Context: an optimization exercise on an open-source flow, tuned for small area, a short achievable clock period and few clock cycles per item. The choices shown serve that exercise and are no tape-out recipe. Function was checked by simulation only, so behaviour that the tests miss may differ from the original.

## run A
==> flow/design.v (excerpt) <==
module fp_carpma(
    input clk_i, rst_i, en_i,
    input [31:0] x1_i, x2_i,
    output [31:0] sonuc_o,
    output done_o
    );
export LEC_CHECK = 0
export ABC_AREA = 1
export CAP_MARGIN = 20
export CORE_MARGIN = 2
export CORE_UTILIZATION = 40
export SETUP_SLACK_MARGIN = 4.5
export SLEW_MARGIN = 20
create_clock -name core_clock -period 10.0 [get_ports {clk_i}]
standard.sh (not shown) runs the stock make flow with config.mk's settings and CLKGATE_MAP_FILE= SYNTH_SCRIPT=/design/flow/synth_recipe.tcl, a recipe that flattens the netlist after the stock synthesis.
==> flow/flow/run.sh <==
#!/bin/bash
# The standard layout (the standard.sh, unchanged synthesis and steps), except
# that the port buffers use sky130_fd_sc_hd__buf_4 instead of the cell that
# buffer_ports picks by default (a slow delay buffer).
set -uo pipefail
export BUFFER_PORTS_ARGS="-buffer_cell sky130_fd_sc_hd__buf_4"
bash standard.sh > flow.log 2>&1
Run A finished all stages; the layout is clean.
Testbench counts of run A, summed over its fixed seeds: cycles 7,192, items 2,400.
The following lists how run B was set up differently from run A:
Settings: SETUP_SLACK_MARGIN changed from 4.5 to 4.25.
==> flow/flow/run.sh <==
#!/bin/bash
set -uo pipefail
export BUFFER_PORTS_ARGS="-buffer_cell sky130_fd_sc_hd__buf_1"
export SYNTH_ARGS="-noabc"
bash standard.sh > flow.log 2>&1
### Flow results
- Run B did not stop at any stage, and its layout met the timing, design-rule and antenna checks.
- Of run A and run B, the higher maximum clock frequency belongs to run A.
- Cmp run A and run B / die height / lower: run B
- Wire: run B routes less than run A
- Going from run A to run B, the utilization was found to have gone down by 3.0 points.
- Run B reports a higher final hold slack than run A does.
- Run B vs. run A: proportion of cell area spent on the clock network rose 0.25 points; global routing usage summed across all routing layers rose 0.28 points.
## Diff of input files: run C against run B
Settings: SETUP_SLACK_MARGIN: 4.25 -> 4.
==> flow/flow/run.sh <==
#!/bin/bash
# The standard layout (the standard.sh, unchanged synthesis and steps), except
# that the port buffers use sky130_fd_sc_hd__buf_4 instead of the cell that
# buffer_ports picks by default (a slow delay buffer).
set -uo pipefail
export BUFFER_PORTS_ARGS="-buffer_cell sky130_fd_sc_hd__buf_4"
bash standard.sh > flow.log 2>&1
[summary]
Run C vs. run B: final layout net count saw an increase, iteration count of the initial detailed-routing pass saw a decrease, layout-stage area growth over the synthesis result saw an increase.
Against run B, run C reports a non-clock buffer count that is higher.
For run D, these inputs were changed with respect to run C:
Settings: changing SETUP_SLACK_MARGIN from 4 to 4.5.
--- a/flow/flow/run.sh
+++ b/flow/flow/run.sh
@@ -4 +4,3 @@
-# buffer_ports picks by default (a slow delay buffer).
+# buffer_ports picks by default (a slow delay buffer), and Yosys maps the
+# logic without its early ABC pass (SYNTH_ARGS=-noabc), so that the full adders
+# are found in the equations as written.
@@ -6,0 +9 @@
+export SYNTH_ARGS="-noabc"
==> run notes <==
- Delta (run D minus run C): pre-CTS setup slack now larger; total number of vias decreased 817; count of input and output buffers did not really move.
- Looking at number of instances resized during post-cts repair, run D sits above run C.
- Diff run C -> run D | sequential share of layout area | increase of 0.49 points


Setup of v6:
fp_carpma, a different RTL version from the one above (not shown whole).
For scale: about 1,400 cells after synthesis, about 71 flip-flops, about 100 I/O pins.
Design fp_carpma, start of the top module:
module fp_carpma(
    input clk_i, rst_i, en_i,
    input [31:0] x1_i, x2_i,
    output [31:0] sonuc_o,
    output done_o
    );
  wire zero = ~|x1_i | ~|x2_i;
  wire [23:0] ma = {1'b1, x1_i[22:0]};
  wire [23:0] mb = {1'b1, x2_i[22:0]};
  reg [1:0] cnt_q;           
  reg [28:0] s_q, c_q;     
  reg cy_q;                  
  reg [7:0] e_q;
  reg sg_q;
  reg z_q;
  wire run = en_i & ~rst_i;
  wire hold = cnt_q[1];
  wire c0 = ~cnt_q[1] & ~cnt_q[0];
  wire c1 = cnt_q[0];
  wire [29:0] r1 = {s_q, cy_q} + {c_q, cy_q};
  wire [24:0] ra = r1[29:5];
  wire [36:0] rin = ({12'd0, ra} & {37{c1}}) | ({ra, 12'd0} & {37{hold}});
  wire [12:0] lx = {mb[11:0], 1'b0};
  wire [12:0] hx = {mb[23:12], 1'b0};
  wire [5:0] ng, one, two;
  wire q11 = (mb[11] & c0) | (mb[23] & c1);
  genvar g;
  generate for (g = 0; g < 6; g = g + 1) begin : bd
    wire l0 = lx[2*g], l1 = lx[2*g+1], l2 = lx[2*g+2];
    wire h0 = hx[2*g], h1 = hx[2*g+1], h2 = hx[2*g+2];
    assign ng[g] = (l2 & c0) | (h2 & c1);
    assign one[g] = ((l1 ^ l0) & c0) | ((h1 ^ h0) & c1);
    assign two[g] = (((l2 & ~l1 & ~l0) | (~l2 & l1 & l0)) & c0) |
                    (((h2 & ~h1 & ~h0) | (~h2 & h1 & h0)) & c1);
  end endgenerate
  wire [24:0] bp0 = (({1'b0, ma} & {25{one[0]}}) | ({ma, 1'b0} & {25{two[0]}})) ^ {25{ng[0]}};
  wire [24:0] bp1 = (({1'b0, ma} & {25{one[1]}}) | ({ma, 1'b0} & {25{two[1]}})) ^ {25{ng[1]}};
  wire [24:0] bp2 = (({1'b0, ma} & {25{one[2]}}) | ({ma, 1'b0} & {25{two[2]}})) ^ {25{ng[2]}};
  wire [24:0] bp3 = (({1'b0, ma} & {25{one[3]}}) | ({ma, 1'b0} & {25{two[3]}})) ^ {25{ng[3]}};
  wire [24:0] bp4 = (({1'b0, ma} & {25{one[4]}}) | ({ma, 1'b0} & {25{two[4]}})) ^ {25{ng[4]}};
  wire [24:0] bp5 = (({1'b0, ma} & {25{one[5]}}) | ({ma, 1'b0} & {25{two[5]}})) ^ {25{ng[5]}};
  wire [23:0] pr = ma & {24{q11}};
  wire fs0 = rin[1] ^ ng[0] ^ bp0[0];
  wire fc0 = (rin[1] & ng[0]) | (rin[1] & bp0[0]) | (ng[0] & bp0[0]);
  wire fs1 = rin[3] ^ ng[1] ^ bp0[2];
  ...
Settings: LEC_CHECK=0, ABC_AREA=1, CAP_MARGIN=0, CORE_MARGIN=2, CORE_UTILIZATION=40, SETUP_SLACK_MARGIN=4.75, SLEW_MARGIN=0; clock period 10.0 ns.
==> flow/flow/run.sh <==
#!/bin/bash
set -uo pipefail
export BUFFER_PORTS_ARGS="-buffer_cell sky130_fd_sc_hd__buf_1"
export SYNTH_ARGS="-noabc"
bash standard.sh > flow.log 2>&1
v6 did not stop at any stage, and its layout met the timing, design-rule and antenna checks.
Testbench counts of v6, summed over its fixed seeds: cycles 7,192, items 2,400.
Modified inputs, v7 compared to v6
- SETUP_SLACK_MARGIN changed from 4.75 to 4.85
- CAP_MARGIN changed from 0 to 20
- SLEW_MARGIN changed from 0 to 20
- v7 ended with every stage complete and zero timing, DRC or antenna violations.
- v7 vs. v6: global-route usage went up by 0.31 points.
- From v7 to v6, area of the core did not move at all.
- Changes observed in v7 relative to v6: non-clock buffer instance count of the final layout moved up, post-route non-filler standard cell count level, first-iteration DRC count moved down.

-- separate check: timing with driven ports --
Ports are ideal in the flow. The routed layouts listed here were re-timed in OpenROAD.
Step 1 sets driving cells, clkbuf_16 on the clock port and buf_2 on the other inputs (assumed; they add their load-dependent delay and slew).
Step 2 also shifts input and output timing later by t, the mid clock arrival at the registers, as if the neighbouring blocks saw the same clock.
Slacks: no drivers / after step 1 / after step 2; pairs: no drivers / after step 1.
run	t, ns	setup WS [ns]	slew at the worst register clock pin (ns)
run A	0.379	4.560 / 4.573 / 4.194	0.07 / 0.07
run B	0.384	4.429 / 4.448 / 4.064	0.07 / 0.07
run C	0.376	4.108 / 4.121 / 3.746	0.07 / 0.07
run D	0.393	4.586 / 4.604 / 4.211	0.07 / 0.07
v6	0.380	4.874 / 4.888 / 4.508	0.06 / 0.06
v7	0.385	4.924 / 4.949 / 4.564	0.06 / 0.06
After both steps every run listed still meets setup and hold. The setup slack of run D, which loses most, moves by +0.018 ns with the drivers and by -0.375 ns with both steps.
